This is an optimization exercise on Yosys and OpenROAD, whose aim is small area and a short achievable clock period, not a production implementation. The RTL was checked by simulation tests, not by an equivalence proof against the original design. Power figures rest on the tool's default switching activity, not on a simulated workload.

## flow/design.v

```verilog
module CRC32_64bKEEP(
    input  [31:0] c,
    input  [63:0] d,
    output [31:0] n
);
assign n[0] = c[1] ^ c[3] ^ c[4] ^ c[6] ^ c[9] ^ c[10] ^ c[11] ^ c[14] ^ c[16] ^ c[17] ^ c[19] ^ c[20] ^ c[27] ^ c[30] ^ d[1] ^ d[3] ^ d[4] ^ d[6] ^ d[9] ^ d[10] ^ d[11] ^ d[14] ^ d[16] ^ d[17] ^ d[19] ^ d[20] ^ d[27] ^ d[30] ^ d[32] ^ d[33] ^ d[34] ^ d[35] ^ d[36] ^ d[38] ^ d[39] ^ d[40] ^ d[48] ^ d[52] ^ d[54] ^ d[55] ^ d[58];
assign n[1] = c[0] ^ c[2] ^ c[4] ^ c[5] ^ c[7] ^ c[10] ^ c[11] ^ c[12] ^ c[15] ^ c[17] ^ c[18] ^ c[20] ^ c[21] ^ c[28] ^ c[31] ^ d[0] ^ d[2] ^ d[4] ^ d[5] ^ d[7] ^ d[10] ^ d[11] ^ d[12] ^ d[15] ^ d[17] ^ d[18] ^ d[20] ^ d[21] ^ d[28] ^ d[31] ^ d[33] ^ d[34] ^ d[35] ^ d[36] ^ d[37] ^ d[39] ^ d[40] ^ d[41] ^ d[49] ^ d[53] ^ d[55] ^ d[56] ^ d[59];
assign n[2] = c[0] ^ c[1] ^ c[3] ^ c[5] ^ c[6] ^ c[8] ^ c[11] ^ c[12] ^ c[13] ^ c[16] ^ c[18] ^ c[19] ^ c[21] ^ c[22] ^ c[29] ^ d[0] ^ d[1] ^ d[3] ^ d[5] ^ d[6] ^ d[8] ^ d[11] ^ d[12] ^ d[13] ^ d[16] ^ d[18] ^ d[19] ^ d[21] ^ d[22] ^ d[29] ^ d[32] ^ d[34] ^ d[35] ^ d[36] ^ d[37] ^ d[38] ^ d[40] ^ d[41] ^ d[42] ^ d[50] ^ d[54] ^ d[56] ^ d[57] ^ d[60];
assign n[3] = c[0] ^ c[1] ^ c[2] ^ c[4] ^ c[6] ^ c[7] ^ c[9] ^ c[12] ^ c[13] ^ c[14] ^ c[17] ^ c[19] ^ c[20] ^ c[22] ^ c[23] ^ c[30] ^ d[0] ^ d[1] ^ d[2] ^ d[4] ^ d[6] ^ d[7] ^ d[9] ^ d[12] ^ d[13] ^ d[14] ^ d[17] ^ d[19] ^ d[20] ^ d[22] ^ d[23] ^ d[30] ^ d[33] ^ d[35] ^ d[36] ^ d[37] ^ d[38] ^ d[39] ^ d[41] ^ d[42] ^ d[43] ^ d[51] ^ d[55] ^ d[57] ^ d[58] ^ d[61];
assign n[4] = c[0] ^ c[1] ^ c[2] ^ c[3] ^ c[5] ^ c[7] ^ c[8] ^ c[10] ^ c[13] ^ c[14] ^ c[15] ^ c[18] ^ c[20] ^ c[21] ^ c[23] ^ c[24] ^ c[31] ^ d[0] ^ d[1] ^ d[2] ^ d[3] ^ d[5] ^ d[7] ^ d[8] ^ d[10] ^ d[13] ^ d[14] ^ d[15] ^ d[18] ^ d[20] ^ d[21] ^ d[23] ^ d[24] ^ d[31] ^ d[34] ^ d[36] ^ d[37] ^ d[38] ^ d[39] ^ d[40] ^ d[42] ^ d[43] ^ d[44] ^ d[52] ^ d[56] ^ d[58] ^ d[59] ^ d[62];
assign n[5] = c[1] ^ c[2] ^ c[3] ^ c[4] ^ c[6] ^ c[8] ^ c[9] ^ c[11] ^ c[14] ^ c[15] ^ c[16] ^ c[19] ^ c[21] ^ c[22] ^ c[24] ^ c[25] ^ d[1] ^ d[2] ^ d[3] ^ d[4] ^ d[6] ^ d[8] ^ d[9] ^ d[11] ^ d[14] ^ d[15] ^ d[16] ^ d[19] ^ d[21] ^ d[22] ^ d[24] ^ d[25] ^ d[32] ^ d[35] ^ d[37] ^ d[38] ^ d[39] ^ d[40] ^ d[41] ^ d[43] ^ d[44] ^ d[45] ^ d[53] ^ d[57] ^ d[59] ^ d[60] ^ d[63];
assign n[6] = c[1] ^ c[2] ^ c[5] ^ c[6] ^ c[7] ^ c[11] ^ c[12] ^ c[14] ^ c[15] ^ c[19] ^ c[22] ^ c[23] ^ c[25] ^ c[26] ^ c[27] ^ c[30] ^ d[1] ^ d[2] ^ d[5] ^ d[6] ^ d[7] ^ d[11] ^ d[12] ^ d[14] ^ d[15] ^ d[19] ^ d[22] ^ d[23] ^ d[25] ^ d[26] ^ d[27] ^ d[30] ^ d[32] ^ d[34] ^ d[35] ^ d[41] ^ d[42] ^ d[44] ^ d[45] ^ d[46] ^ d[48] ^ d[52] ^ d[55] ^ d[60] ^ d[61];
assign n[7] = c[0] ^ c[2] ^ c[3] ^ c[6] ^ c[7] ^ c[8] ^ c[12] ^ c[13] ^ c[15] ^ c[16] ^ c[20] ^ c[23] ^ c[24] ^ c[26] ^ c[27] ^ c[28] ^ c[31] ^ d[0] ^ d[2] ^ d[3] ^ d[6] ^ d[7] ^ d[8] ^ d[12] ^ d[13] ^ d[15] ^ d[16] ^ d[20] ^ d[23] ^ d[24] ^ d[26] ^ d[27] ^ d[28] ^ d[31] ^ d[33] ^ d[35] ^ d[36] ^ d[42] ^ d[43] ^ d[45] ^ d[46] ^ d[47] ^ d[49] ^ d[53] ^ d[56] ^ d[61] ^ d[62];
assign n[8] = c[1] ^ c[3] ^ c[4] ^ c[7] ^ c[8] ^ c[9] ^ c[13] ^ c[14] ^ c[16] ^ c[17] ^ c[21] ^ c[24] ^ c[25] ^ c[27] ^ c[28] ^ c[29] ^ d[1] ^ d[3] ^ d[4] ^ d[7] ^ d[8] ^ d[9] ^ d[13] ^ d[14] ^ d[16] ^ d[17] ^ d[21] ^ d[24] ^ d[25] ^ d[27] ^ d[28] ^ d[29] ^ d[32] ^ d[34] ^ d[36] ^ d[37] ^ d[43] ^ d[44] ^ d[46] ^ d[47] ^ d[48] ^ d[50] ^ d[54] ^ d[57] ^ d[62] ^ d[63];
assign n[9] = c[1] ^ c[2] ^ c[3] ^ c[5] ^ c[6] ^ c[8] ^ c[11] ^ c[15] ^ c[16] ^ c[18] ^ c[19] ^ c[20] ^ c[22] ^ c[25] ^ c[26] ^ c[27] ^ c[28] ^ c[29] ^ d[1] ^ d[2] ^ d[3] ^ d[5] ^ d[6] ^ d[8] ^ d[11] ^ d[15] ^ d[16] ^ d[18] ^ d[19] ^ d[20] ^ d[22] ^ d[25] ^ d[26] ^ d[27] ^ d[28] ^ d[29] ^ d[32] ^ d[34] ^ d[36] ^ d[37] ^ d[39] ^ d[40] ^ d[44] ^ d[45] ^ d[47] ^ d[49] ^ d[51] ^ d[52] ^ d[54] ^ d[63];
assign n[10] = c[1] ^ c[2] ^ c[7] ^ c[10] ^ c[11] ^ c[12] ^ c[14] ^ c[21] ^ c[23] ^ c[26] ^ c[28] ^ c[29] ^ d[1] ^ d[2] ^ d[7] ^ d[10] ^ d[11] ^ d[12] ^ d[14] ^ d[21] ^ d[23] ^ d[26] ^ d[28] ^ d[29] ^ d[32] ^ d[34] ^ d[36] ^ d[37] ^ d[39] ^ d[41] ^ d[45] ^ d[46] ^ d[50] ^ d[53] ^ d[54] ^ d[58];
assign n[11] = c[2] ^ c[3] ^ c[8] ^ c[11] ^ c[12] ^ c[13] ^ c[15] ^ c[22] ^ c[24] ^ c[27] ^ c[29] ^ c[30] ^ d[2] ^ d[3] ^ d[8] ^ d[11] ^ d[12] ^ d[13] ^ d[15] ^ d[22] ^ d[24] ^ d[27] ^ d[29] ^ d[30] ^ d[33] ^ d[35] ^ d[37] ^ d[38] ^ d[40] ^ d[42] ^ d[46] ^ d[47] ^ d[51] ^ d[54] ^ d[55] ^ d[59];
assign n[12] = c[3] ^ c[4] ^ c[9] ^ c[12] ^ c[13] ^ c[14] ^ c[16] ^ c[23] ^ c[25] ^ c[28] ^ c[30] ^ c[31] ^ d[3] ^ d[4] ^ d[9] ^ d[12] ^ d[13] ^ d[14] ^ d[16] ^ d[23] ^ d[25] ^ d[28] ^ d[30] ^ d[31] ^ d[34] ^ d[36] ^ d[38] ^ d[39] ^ d[41] ^ d[43] ^ d[47] ^ d[48] ^ d[52] ^ d[55] ^ d[56] ^ d[60];
assign n[13] = c[4] ^ c[5] ^ c[10] ^ c[13] ^ c[14] ^ c[15] ^ c[17] ^ c[24] ^ c[26] ^ c[29] ^ c[31] ^ d[4] ^ d[5] ^ d[10] ^ d[13] ^ d[14] ^ d[15] ^ d[17] ^ d[24] ^ d[26] ^ d[29] ^ d[31] ^ d[32] ^ d[35] ^ d[37] ^ d[39] ^ d[40] ^ d[42] ^ d[44] ^ d[48] ^ d[49] ^ d[53] ^ d[56] ^ d[57] ^ d[61];
assign n[14] = c[5] ^ c[6] ^ c[11] ^ c[14] ^ c[15] ^ c[16] ^ c[18] ^ c[25] ^ c[27] ^ c[30] ^ d[5] ^ d[6] ^ d[11] ^ d[14] ^ d[15] ^ d[16] ^ d[18] ^ d[25] ^ d[27] ^ d[30] ^ d[32] ^ d[33] ^ d[36] ^ d[38] ^ d[40] ^ d[41] ^ d[43] ^ d[45] ^ d[49] ^ d[50] ^ d[54] ^ d[57] ^ d[58] ^ d[62];
assign n[15] = c[6] ^ c[7] ^ c[12] ^ c[15] ^ c[16] ^ c[17] ^ c[19] ^ c[26] ^ c[28] ^ c[31] ^ d[6] ^ d[7] ^ d[12] ^ d[15] ^ d[16] ^ d[17] ^ d[19] ^ d[26] ^ d[28] ^ d[31] ^ d[33] ^ d[34] ^ d[37] ^ d[39] ^ d[41] ^ d[42] ^ d[44] ^ d[46] ^ d[50] ^ d[51] ^ d[55] ^ d[58] ^ d[59] ^ d[63];
assign n[16] = c[1] ^ c[3] ^ c[4] ^ c[6] ^ c[7] ^ c[8] ^ c[9] ^ c[10] ^ c[11] ^ c[13] ^ c[14] ^ c[18] ^ c[19] ^ c[29] ^ c[30] ^ d[1] ^ d[3] ^ d[4] ^ d[6] ^ d[7] ^ d[8] ^ d[9] ^ d[10] ^ d[11] ^ d[13] ^ d[14] ^ d[18] ^ d[19] ^ d[29] ^ d[30] ^ d[33] ^ d[36] ^ d[39] ^ d[42] ^ d[43] ^ d[45] ^ d[47] ^ d[48] ^ d[51] ^ d[54] ^ d[55] ^ d[56] ^ d[58] ^ d[59] ^ d[60];
assign n[17] = c[0] ^ c[2] ^ c[4] ^ c[5] ^ c[7] ^ c[8] ^ c[9] ^ c[10] ^ c[11] ^ c[12] ^ c[14] ^ c[15] ^ c[19] ^ c[20] ^ c[30] ^ c[31] ^ d[0] ^ d[2] ^ d[4] ^ d[5] ^ d[7] ^ d[8] ^ d[9] ^ d[10] ^ d[11] ^ d[12] ^ d[14] ^ d[15] ^ d[19] ^ d[20] ^ d[30] ^ d[31] ^ d[34] ^ d[37] ^ d[40] ^ d[43] ^ d[44] ^ d[46] ^ d[48] ^ d[49] ^ d[52] ^ d[55] ^ d[56] ^ d[57] ^ d[59] ^ d[60] ^ d[61];
assign n[18] = c[1] ^ c[3] ^ c[5] ^ c[6] ^ c[8] ^ c[9] ^ c[10] ^ c[11] ^ c[12] ^ c[13] ^ c[15] ^ c[16] ^ c[20] ^ c[21] ^ c[31] ^ d[1] ^ d[3] ^ d[5] ^ d[6] ^ d[8] ^ d[9] ^ d[10] ^ d[11] ^ d[12] ^ d[13] ^ d[15] ^ d[16] ^ d[20] ^ d[21] ^ d[31] ^ d[32] ^ d[35] ^ d[38] ^ d[41] ^ d[44] ^ d[45] ^ d[47] ^ d[49] ^ d[50] ^ d[53] ^ d[56] ^ d[57] ^ d[58] ^ d[60] ^ d[61] ^ d[62];
assign n[19] = c[0] ^ c[2] ^ c[4] ^ c[6] ^ c[7] ^ c[9] ^ c[10] ^ c[11] ^ c[12] ^ c[13] ^ c[14] ^ c[16] ^ c[17] ^ c[21] ^ c[22] ^ d[0] ^ d[2] ^ d[4] ^ d[6] ^ d[7] ^ d[9] ^ d[10] ^ d[11] ^ d[12] ^ d[13] ^ d[14] ^ d[16] ^ d[17] ^ d[21] ^ d[22] ^ d[32] ^ d[33] ^ d[36] ^ d[39] ^ d[42] ^ d[45] ^ d[46] ^ d[48] ^ d[50] ^ d[51] ^ d[54] ^ d[57] ^ d[58] ^ d[59] ^ d[61] ^ d[62] ^ d[63];
assign n[20] = c[4] ^ c[5] ^ c[6] ^ c[7] ^ c[8] ^ c[9] ^ c[12] ^ c[13] ^ c[15] ^ c[16] ^ c[18] ^ c[19] ^ c[20] ^ c[22] ^ c[23] ^ c[27] ^ c[30] ^ d[4] ^ d[5] ^ d[6] ^ d[7] ^ d[8] ^ d[9] ^ d[12] ^ d[13] ^ d[15] ^ d[16] ^ d[18] ^ d[19] ^ d[20] ^ d[22] ^ d[23] ^ d[27] ^ d[30] ^ d[32] ^ d[35] ^ d[36] ^ d[37] ^ d[38] ^ d[39] ^ d[43] ^ d[46] ^ d[47] ^ d[48] ^ d[49] ^ d[51] ^ d[54] ^ d[59] ^ d[60] ^ d[62] ^ d[63];
assign n[21] = c[0] ^ c[1] ^ c[3] ^ c[4] ^ c[5] ^ c[7] ^ c[8] ^ c[11] ^ c[13] ^ c[21] ^ c[23] ^ c[24] ^ c[27] ^ c[28] ^ c[30] ^ c[31] ^ d[0] ^ d[1] ^ d[3] ^ d[4] ^ d[5] ^ d[7] ^ d[8] ^ d[11] ^ d[13] ^ d[21] ^ d[23] ^ d[24] ^ d[27] ^ d[28] ^ d[30] ^ d[31] ^ d[32] ^ d[34] ^ d[35] ^ d[37] ^ d[44] ^ d[47] ^ d[49] ^ d[50] ^ d[54] ^ d[58] ^ d[60] ^ d[61] ^ d[63];
assign n[22] = c[2] ^ c[3] ^ c[5] ^ c[8] ^ c[10] ^ c[11] ^ c[12] ^ c[16] ^ c[17] ^ c[19] ^ c[20] ^ c[22] ^ c[24] ^ c[25] ^ c[27] ^ c[28] ^ c[29] ^ c[30] ^ c[31] ^ d[2] ^ d[3] ^ d[5] ^ d[8] ^ d[10] ^ d[11] ^ d[12] ^ d[16] ^ d[17] ^ d[19] ^ d[20] ^ d[22] ^ d[24] ^ d[25] ^ d[27] ^ d[28] ^ d[29] ^ d[30] ^ d[31] ^ d[34] ^ d[39] ^ d[40] ^ d[45] ^ d[50] ^ d[51] ^ d[52] ^ d[54] ^ d[58] ^ d[59] ^ d[61] ^ d[62];
assign n[23] = c[0] ^ c[3] ^ c[4] ^ c[6] ^ c[9] ^ c[11] ^ c[12] ^ c[13] ^ c[17] ^ c[18] ^ c[20] ^ c[21] ^ c[23] ^ c[25] ^ c[26] ^ c[28] ^ c[29] ^ c[30] ^ c[31] ^ d[0] ^ d[3] ^ d[4] ^ d[6] ^ d[9] ^ d[11] ^ d[12] ^ d[13] ^ d[17] ^ d[18] ^ d[20] ^ d[21] ^ d[23] ^ d[25] ^ d[26] ^ d[28] ^ d[29] ^ d[30] ^ d[31] ^ d[32] ^ d[35] ^ d[40] ^ d[41] ^ d[46] ^ d[51] ^ d[52] ^ d[53] ^ d[55] ^ d[59] ^ d[60] ^ d[62] ^ d[63];
assign n[24] = c[3] ^ c[5] ^ c[6] ^ c[7] ^ c[9] ^ c[11] ^ c[12] ^ c[13] ^ c[16] ^ c[17] ^ c[18] ^ c[20] ^ c[21] ^ c[22] ^ c[24] ^ c[26] ^ c[29] ^ c[31] ^ d[3] ^ d[5] ^ d[6] ^ d[7] ^ d[9] ^ d[11] ^ d[12] ^ d[13] ^ d[16] ^ d[17] ^ d[18] ^ d[20] ^ d[21] ^ d[22] ^ d[24] ^ d[26] ^ d[29] ^ d[31] ^ d[34] ^ d[35] ^ d[38] ^ d[39] ^ d[40] ^ d[41] ^ d[42] ^ d[47] ^ d[48] ^ d[53] ^ d[55] ^ d[56] ^ d[58] ^ d[60] ^ d[61] ^ d[63];
assign n[25] = c[1] ^ c[3] ^ c[7] ^ c[8] ^ c[9] ^ c[11] ^ c[12] ^ c[13] ^ c[16] ^ c[18] ^ c[20] ^ c[21] ^ c[22] ^ c[23] ^ c[25] ^ d[1] ^ d[3] ^ d[7] ^ d[8] ^ d[9] ^ d[11] ^ d[12] ^ d[13] ^ d[16] ^ d[18] ^ d[20] ^ d[21] ^ d[22] ^ d[23] ^ d[25] ^ d[33] ^ d[34] ^ d[38] ^ d[41] ^ d[42] ^ d[43] ^ d[49] ^ d[52] ^ d[55] ^ d[56] ^ d[57] ^ d[58] ^ d[59] ^ d[61] ^ d[62];
assign n[26] = c[0] ^ c[2] ^ c[4] ^ c[8] ^ c[9] ^ c[10] ^ c[12] ^ c[13] ^ c[14] ^ c[17] ^ c[19] ^ c[21] ^ c[22] ^ c[23] ^ c[24] ^ c[26] ^ d[0] ^ d[2] ^ d[4] ^ d[8] ^ d[9] ^ d[10] ^ d[12] ^ d[13] ^ d[14] ^ d[17] ^ d[19] ^ d[21] ^ d[22] ^ d[23] ^ d[24] ^ d[26] ^ d[34] ^ d[35] ^ d[39] ^ d[42] ^ d[43] ^ d[44] ^ d[50] ^ d[53] ^ d[56] ^ d[57] ^ d[58] ^ d[59] ^ d[60] ^ d[62] ^ d[63];
assign n[27] = c[0] ^ c[4] ^ c[5] ^ c[6] ^ c[13] ^ c[15] ^ c[16] ^ c[17] ^ c[18] ^ c[19] ^ c[22] ^ c[23] ^ c[24] ^ c[25] ^ c[30] ^ d[0] ^ d[4] ^ d[5] ^ d[6] ^ d[13] ^ d[15] ^ d[16] ^ d[17] ^ d[18] ^ d[19] ^ d[22] ^ d[23] ^ d[24] ^ d[25] ^ d[30] ^ d[32] ^ d[33] ^ d[34] ^ d[38] ^ d[39] ^ d[43] ^ d[44] ^ d[45] ^ d[48] ^ d[51] ^ d[52] ^ d[55] ^ d[57] ^ d[59] ^ d[60] ^ d[61] ^ d[63];
assign n[28] = c[3] ^ c[4] ^ c[5] ^ c[7] ^ c[9] ^ c[10] ^ c[11] ^ c[18] ^ c[23] ^ c[24] ^ c[25] ^ c[26] ^ c[27] ^ c[30] ^ c[31] ^ d[3] ^ d[4] ^ d[5] ^ d[7] ^ d[9] ^ d[10] ^ d[11] ^ d[18] ^ d[23] ^ d[24] ^ d[25] ^ d[26] ^ d[27] ^ d[30] ^ d[31] ^ d[32] ^ d[36] ^ d[38] ^ d[44] ^ d[45] ^ d[46] ^ d[48] ^ d[49] ^ d[53] ^ d[54] ^ d[55] ^ d[56] ^ d[60] ^ d[61] ^ d[62];
assign n[29] = c[4] ^ c[5] ^ c[6] ^ c[8] ^ c[10] ^ c[11] ^ c[12] ^ c[19] ^ c[24] ^ c[25] ^ c[26] ^ c[27] ^ c[28] ^ c[31] ^ d[4] ^ d[5] ^ d[6] ^ d[8] ^ d[10] ^ d[11] ^ d[12] ^ d[19] ^ d[24] ^ d[25] ^ d[26] ^ d[27] ^ d[28] ^ d[31] ^ d[32] ^ d[33] ^ d[37] ^ d[39] ^ d[45] ^ d[46] ^ d[47] ^ d[49] ^ d[50] ^ d[54] ^ d[55] ^ d[56] ^ d[57] ^ d[61] ^ d[62] ^ d[63];
assign n[30] = c[0] ^ c[1] ^ c[3] ^ c[4] ^ c[5] ^ c[7] ^ c[10] ^ c[12] ^ c[13] ^ c[14] ^ c[16] ^ c[17] ^ c[19] ^ c[25] ^ c[26] ^ c[28] ^ c[29] ^ c[30] ^ d[0] ^ d[1] ^ d[3] ^ d[4] ^ d[5] ^ d[7] ^ d[10] ^ d[12] ^ d[13] ^ d[14] ^ d[16] ^ d[17] ^ d[19] ^ d[25] ^ d[26] ^ d[28] ^ d[29] ^ d[30] ^ d[35] ^ d[36] ^ d[39] ^ d[46] ^ d[47] ^ d[50] ^ d[51] ^ d[52] ^ d[54] ^ d[56] ^ d[57] ^ d[62] ^ d[63];
assign n[31] = c[0] ^ c[2] ^ c[3] ^ c[5] ^ c[8] ^ c[9] ^ c[10] ^ c[13] ^ c[15] ^ c[16] ^ c[18] ^ c[19] ^ c[26] ^ c[29] ^ c[31] ^ d[0] ^ d[2] ^ d[3] ^ d[5] ^ d[8] ^ d[9] ^ d[10] ^ d[13] ^ d[15] ^ d[16] ^ d[18] ^ d[19] ^ d[26] ^ d[29] ^ d[31] ^ d[32] ^ d[33] ^ d[34] ^ d[35] ^ d[37] ^ d[38] ^ d[39] ^ d[47] ^ d[51] ^ d[53] ^ d[54] ^ d[57] ^ d[63];
endmodule
`timescale 1ns / 1ps
module TEN_GIG_MAC_RX_PATH #(
    parameter       P_SRC_MAC  = 48'h01_02_03_04_05_06
)(
    input           i_clk               ,
    input           i_rst               ,
    input  [63:0]   i_xgmii_rxd         ,
    input  [7 :0]   i_xgmii_rxc         ,
    input  [47:0]   i_dynamic_src_mac   ,
    input           i_dynamic_src_valid ,
    output [63:0]   m_axis_rdata        ,
    output [79:0]   m_axis_ruser        ,
    output [7 :0]   m_axis_rkeep        ,
    output          m_axis_rlast        ,
    output          m_axis_rvalid       ,
    output          o_crc_error         ,
    output          o_crc_valid
);
reg  [63:0] d1;              
reg  [7 :0] c1;
reg  [31:0] r2;              
always @(posedge i_clk) begin
    d1 <= i_xgmii_rxd;
    c1 <= i_xgmii_rxc;
    r2 <= d1[63:32];
end
wire        fb0 = c1[0] && d1[7 :0 ] == 8'hFB;      
wire        fb4 = c1[4] && d1[39:32] == 8'hFB;      
wire [7:0]  fd;                                     
genvar gi;
generate for (gi = 0; gi < 8; gi = gi + 1) begin : g_fd
    assign fd[gi] = c1[gi] && d1[8*gi+7 -: 8] == 8'hFD;
end endgenerate
reg         loc3;            
reg         sof4d;
reg  [3:0]  fdr;             
always @(posedge i_clk or posedge i_rst) begin
    if (i_rst) begin
        loc3  <= 1'b0;
        sof4d <= 1'b0;
        fdr   <= 4'd0;
    end else begin
        if (fb0)
            loc3 <= 1'b0;
        else if (fb4)
            loc3 <= 1'b1;
        sof4d <= fb4 && !fb0;
        fdr   <= fd[7:4];
    end
end
wire [63:0] acur  = loc3 ? {d1[31:0], r2} : d1;
wire [7 :0] fda   = loc3 ? {fd[3:0], fdr} : fd;
wire        sofa  = fb0 || sof4d;
wire        eofa  = |fda;
wire [2 :0] phia  = {fda[4] | fda[5] | fda[6] | fda[7],
                     fda[2] | fda[3] | fda[6] | fda[7],
                     fda[1] | fda[3] | fda[5] | fda[7]};
reg  [63:0] a2, a3, a4, a5, a6;
reg  [15:0] a7;              
always @(posedge i_clk) begin
    a2 <= acur;
    a3 <= a2;
    a4 <= a3;
    a5 <= a4;
    a6 <= a5;
    a7 <= a6[63:48];
end
assign m_axis_rdata = {a7[7:0], a7[15:8], a6[7:0], a6[15:8], a6[23:16],
                       a6[31:24], a6[39:32], a6[47:40]};
reg         s2, s3, s4;      
reg         e2, e3, e4, e5;  
reg  [2:0]  phi;
reg         busy, cnt1, cnt2, vs, vs2, p6, p7, p8, p9;
reg         rv_int, rlast_int, rlast_out, rvalid_out, rl2;
reg  [7:0]  rkeep_out;
reg         k1, k2, chk, crc_out, crc_valid;
reg  [15:0] ulen;
reg  [47:0] local_mac;
wire        r_eof  = (e4 && phi != 3'd7) || (e5 && phi == 3'd7);
wire        kc     = (e3 && phi <= 3'd2) || (e4 && phi >= 3'd3);
wire        clr    = (e3 && phi <= 3'd4) || (e4 && phi >= 3'd5);
wire [47:0] dst    = {a4[7:0], a4[15:8], a4[23:16], a4[31:24], a4[39:32], a4[47:40]};
wire [47:0] mac_c  = (i_dynamic_src_valid && !loc3) ? i_dynamic_src_mac : local_mac;
wire        mac_ok = (&dst) || (dst == mac_c);
reg  [7:0]  kv;
always @(*) begin
    case (phi)
        3'd0: kv = 8'b1111_1100;
        3'd1: kv = 8'b1111_1110;
        3'd2: kv = 8'b1111_1111;
        3'd3: kv = 8'b1000_0000;
        3'd4: kv = 8'b1100_0000;
        3'd5: kv = 8'b1110_0000;
        3'd6: kv = 8'b1111_0000;
        default: kv = 8'b1111_1000;
    endcase
end
always @(posedge i_clk or posedge i_rst) begin
    if (i_rst) begin
        s2 <= 1'b0; s3 <= 1'b0; s4 <= 1'b0;
        e2 <= 1'b0; e3 <= 1'b0; e4 <= 1'b0; e5 <= 1'b0;
        phi <= 3'd0;
        busy <= 1'b0; cnt1 <= 1'b0; cnt2 <= 1'b0; vs <= 1'b0; vs2 <= 1'b0;
        p6 <= 1'b0; p7 <= 1'b0; p8 <= 1'b0; p9 <= 1'b0;
        rv_int <= 1'b0; rlast_int <= 1'b0; rlast_out <= 1'b0;
        rvalid_out <= 1'b0; rl2 <= 1'b0;
        k1 <= 1'b0; k2 <= 1'b0; chk <= 1'b0;
        crc_out <= 1'b0; crc_valid <= 1'b0;
        ulen <= 16'd1;
        local_mac <= P_SRC_MAC;
    end else begin
        s2 <= sofa; s3 <= s2; s4 <= s3;
        e2 <= eofa; e3 <= e2; e4 <= e3; e5 <= e4;
        if (eofa)
            phi <= phia;
        busy <= !r_eof && (s3 || busy);
        cnt1 <= !r_eof && s3 && !busy;
        cnt2 <= !r_eof && cnt1;
        vs   <= cnt2 && mac_ok;
        vs2  <= vs;
        p6 <= cnt2; p7 <= p6; p8 <= p7; p9 <= p8;
        if (rlast_int)
            rv_int <= 1'b0;
        else if (vs2)
            rv_int <= 1'b1;
        rlast_int  <= rv_int && kc;
        rlast_out  <= rlast_int;
        rvalid_out <= rv_int;
        rl2        <= rlast_out;
        k1 <= clr; k2 <= k1; chk <= k2;
        if (chk)
            crc_out <= 1'b0;
        else if (rv_int)
            crc_out <= 1'b1;
        crc_valid <= chk && crc_out;
        if (rl2)
            ulen <= 16'd1;
        else if (p9 || ulen != 16'd1)
            ulen <= ulen + 16'd1;
        if (i_dynamic_src_valid)
            local_mac <= i_dynamic_src_mac;
    end
end
reg  [63:0] st;
always @(posedge i_clk) begin
    rkeep_out <= rlast_int ? kv : 8'hFF;
    if (p8)
        st <= m_axis_rdata;
end
reg  [31:0] crc;
reg         crc_err;
wire [31:0] crc_nxt;
reg  [31:0] kres;
always @(*) begin
    case (phi)
        3'd0: kres = 32'hc37bc775;
        3'd1: kres = 32'h7749d4fa;
        3'd2: kres = 32'h4ee46c06;
        3'd3: kres = 32'he0ef52e5;
        3'd4: kres = 32'h3abbfb0d;
        3'd5: kres = 32'h0eaac366;
        3'd6: kres = 32'h714b540f;
        default: kres = 32'hfad18643;
    endcase
end
CRC32_64bKEEP u_crc (.c(crc), .d(a4), .n(crc_nxt));
always @(posedge i_clk) begin
    crc <= s4 ? 32'hFFFF_FFFF : crc_nxt;
    if (e5)
        crc_err <= crc != kres;
end
assign m_axis_rvalid = rvalid_out;
assign m_axis_rlast  = rlast_out;
assign m_axis_rkeep  = rkeep_out;
assign m_axis_ruser  = {ulen, st};
assign o_crc_valid   = crc_valid;
assign o_crc_error   = crc_err;
endmodule
```

## flow/run.sh

```bash
#!/bin/bash
# synth_recipe.tcl (not shown) runs the flow's synth.tcl, then flattens the netlist and writes it again
# the make line also repeats each setting of config.mk as NAME=value (left out here)
make -C /OpenROAD-flow-scripts/flow DESIGN_CONFIG=/design/flow/config.mk WORK_HOME=/design/flow/orfs CLKGATE_MAP_FILE= SYNTH_SCRIPT=/design/flow/synth_recipe.tcl finish
```

## flow/config.mk

```make
export PLATFORM = sky130hd
export DESIGN_NAME = TEN_GIG_MAC_RX_PATH
export DESIGN_NICKNAME = TEN_GIG_MAC_RX_PATH
export VERILOG_FILES = /design/flow/design.v
export SDC_FILE = /design/flow/constraint.sdc
export NUM_CORES = 4
export LEC_CHECK = 0
export CAP_MARGIN = 20
export CORE_MARGIN = 2
export CORE_UTILIZATION = 40
export SLEW_MARGIN = 20
```

## flow/constraint.sdc

```tcl
create_clock -name core_clock -period 9.0 [get_ports {i_clk}]
set_input_delay 1.8000 -clock core_clock [delete_from_list [all_inputs] [get_ports {i_clk}]]
set_output_delay 1.8000 -clock core_clock [all_outputs]
set_load 0.01 [all_outputs]
```

==> results.txt <==
-- cell usage in the layout, fill, tap and decap left out, types with 6 or more instances in the layout --
master           count
dfrtp_1             87
clkdlybuf4s50_1    276
xor2_1             173
or3_1                6
nor2_1              30
o21ai_0             32
nand2_1             34
inv_1               12
nand2b_1            32
a21oi_1             19
mux2_2             115
xnor2_2              7
nor4_1              13
clkinv_2            11
buf_4               28
nand4_1             35
o22ai_1             11
nor3_1               9
mux2i_1             57
edfxtp_1            65
dfstp_2             10
xnor2_1            498
clkbuf_8            11
clkbuf_16           69
nand3_1             12
dfxtp_1            479
xnor3_1             26
clkbuf_1            12
-- routing by layer --
| layer | vias up | GRT usage, % | wire length [microns] |
|---|---|---|---|
| li1 | 6977 | - | - |
| met1 | 7419 | 30.84 | 34250 |
| met2 | 494 | 38.38 | 36240 |
| met3 | 127 | 4.328 | 4174 |
| met4 | 2 | 8.545 | 2630 |
| met5 | - | 0 | 13 |
-- power by group through the flow --
| stage | Clock (mW) | Combinational (mW) | Sequential, mW |
|---|---|---|---|
| after floorplan | 0 | 6.71 | 3.49 |
| after global placement | 0 | 8.36 | 3.90 |
| after detailed placement | 0 | 8.37 | 3.90 |
| after CTS | 2.88 | 8.41 | 3.84 |
| after global routing | 3.00 | 9.02 | 3.87 |
| final | 2.82 | 8.43 | 3.85 |
-- registers in the layout (all words and copies together), names as in the netlist, 3 cells and up --
name	cells
a2	64
a3	64
a4	64
a5	64
a6	64
d1	64
st	64
local_mac	48
crc	32
r2	32
a7	16
ulen	16
c1	8
rkeep_out	7
fdr	4
phi	3
-- logic make-up after synthesis --
family	count (synthesis)	synth area share, %
XOR/XNOR	712	26.58
buffers and inverters	183	3.754
AO/OA/AOI/OAI	97	2.377
multiplexers	172	7.337
flip-flops	643	55.18
other	1	0.01475
adder cells (fa/ha/maj)	5	0.2460
AND/OR/NAND/NOR	206	4.512
-- layout make-up --
class / instances / area share [%]
clock inverter: 30 / 1.239
clock buffer: 92 / 6.221
inverter: 16 / 0.2024
tap: 846 / 3.424
multi-input combinational: 1193 / 33.79
timing repair buffer: 306 / 9.722
sequential: 643 / 45.40
-- metrics by stage --
stage	power, mW	instances
floorplan	10.20	2019
global placement	12.26	3003
detailed placement	12.27	3004
CTS	15.13	3126
global route	15.89	3126
finish	15.10	3126
-- how the worst max path moves through the flow --
stage	start	endpoint	slack, ns
final	i_dynamic_src_valid	vs$_DFF_PP0_	4.75
after global placement	i_dynamic_src_valid	vs$_DFF_PP0_	4.27
after detailed placement	i_dynamic_src_valid	vs$_DFF_PP0_	4.17
after floorplan	i_rst	busy$_DFF_PP0_	4.63
after CTS	i_dynamic_src_valid	vs$_DFF_PP0_	4.78
after global routing	i_dynamic_src_valid	vs$_DFF_PP0_	4.58
==> results.txt <==
DP Worst Slack=4.170 ns; R2R Setup Slk=5.43 ns; length of the first detailed-routing pass in iterations=5; Cell Pwr Density=488.4 nW/um^2; WHS=0.3171 ns; Slew headroom=31.78%; area occupied by multi-input gates=10450 sq um; Rows=92; Reg2Reg Depth=9; Net Sw Power=5.965 mW; Max-Cap Viols=0; Chip Width=256.1 microns; number of flops mapped to enable cells by yosys=65; CTS-repair resized insts=0; Post-CTS Setup Repair Bufs=0; Mapped Cells=2019; most instantiated cells after synthesis=xnor2_1 (498), dfxtp_1 (479), xor2_1 (173), mux2_2 (115), dfrtp_1 (89); Seq/Total Area, Yosys=55.18%; H-tree Lvls=3; Comb pwr share=55.8%; fin crit share=47.19%; # diodes=0; Critical Path, Cell by Cell=buf_2 -> buf_4 -> nand2b_2 -> buf_4 -> mux2i_1 -> xor2_1 -> nand4_1 -> nor4_1 -> nand3_1 -> a21boi_0; vias=15020; Inserted Clock Buffers=67; syn nets=2147; CP Buf/Inv Count=3; Post-Syn Area per Cell=12.59 sq um; post-synthesis cell area=25430 sq um; CP top delay family=simple AND/OR/NAND/NOR gates; total track usage=23.40%; Yosys reg bits=643; core area=62970 sq um; slowest stage cell, crit path=buf_4; setup slack after layout=4.753 ns; status=no timing/DRC/antenna violations; CP endpoint kind=flip-flop; final instance area=30910 sq um; 1st-iter DRT viols=1031; # fillers=5561; share of cells above drive strength 1=12.72%; setup TNS=0 ns; synthesis-to-layout area growth=21.57%; CP required=9.53 ns; drt total wl=77.32 mm; Critical Path Most Common Cell=buf_4; wire length of the first global-routing pass=110.5 mm; largest area contributor in the netlist=dfxtp_1; Clk pwr share=18.7%; DP HPWL=58.31 mm; Fmax=235.4 MHz; Die H=256.1 microns; hold buffer count at cts=0; Fin Clk Skew=0.03637 ns; clk latency of the worst-skew pair=0.61 ns; peak supply drop=0.3332 mV; CP Class=input port to flip-flop; Tmin final=4.247 ns; Hold EP=a4[27]$_DFF_P_; GP Congestion=0.9546; CTS tree=done; CP arrival=4.78 ns; RR Endpoint=crc_err$_DFFE_PP_; top_reg_cell synth=dfxtp_1; top cell type's share of synthesized area=37.71%; RSZ-0062 raised after global routing=false; Boundary Pins=279; Netlist cell types=69; IO Port Bufs=277; Clock Sinks=643; synth warn=1; Flop pwr share=25.5%; Least-Margin Pin Slew=1.022 ns; remaining antenna violation count=0; root buf cell=clkbuf_16; clk buf depth=3; max-slew violations=0; Storage cell area=14040 sq um; NumNets Final=2355; # DRC=0; Finished Core Util=49.10%; slowest stage delay, CP=0.51 ns; Worst-path clk slew=0.06 ns; ranking of synthesized cells by area=dfxtp_1 (38%), xnor2_1 (17%), dfrtp_1 (8.8%); Pleak=11.94 nW; aggregate global routing overflow=0; hold path depth=0; initial antenna violation count=3; WP depth=10; Max FO, Critical Path=49; die area=65600 sq um; sw frac=39.51%; Routed wire per std cell=24.73 microns; Via density=4.805; Setup crit start kind=input port; initial cell density of the core=40.38%; ys async rst share=15.40%; most common cell in the netlist=xnor2_1; final hold viol count=0; worst hold path class=flip-flop to flip-flop; largest net degree at the start of global routing=67; vias in the first global route=15690; endpoints failing setup=0; worst hold start=a3[27]$_DFF_P_; DP Area=28610 sq um; Pint=9.134 mW; Critical R2R Launch=phi[2]$_DFFE_PP0P_

port drivers added, routing unchanged:
The results above use ideal ports. As a check the final layout listed here was re-extracted and re-timed, cells and wires unchanged. Step 1 assumes that a clkbuf_16 drives the clock port and a buf_2 every other input. Step 2, shift: input delay + t, output delay - t, t = (earliest + latest rising clock arrival at the registers) / 2. This alone moves slack from input paths to output paths. Three values: no drivers, after step 1, after step 2; two values: the first two.
t (ns): 0.663
slack for setup (ns): 4.753 / 4.790 / 4.127
worst setup path at the end: input to register
slew at the worst register clock pin (ns): 0.06 / 0.06
pins driven straight from the clock port: 1
After both steps setup and hold are still met in this run. The setup slack of this run moves by +0.037 ns with the drivers and by -0.626 ns with both steps.
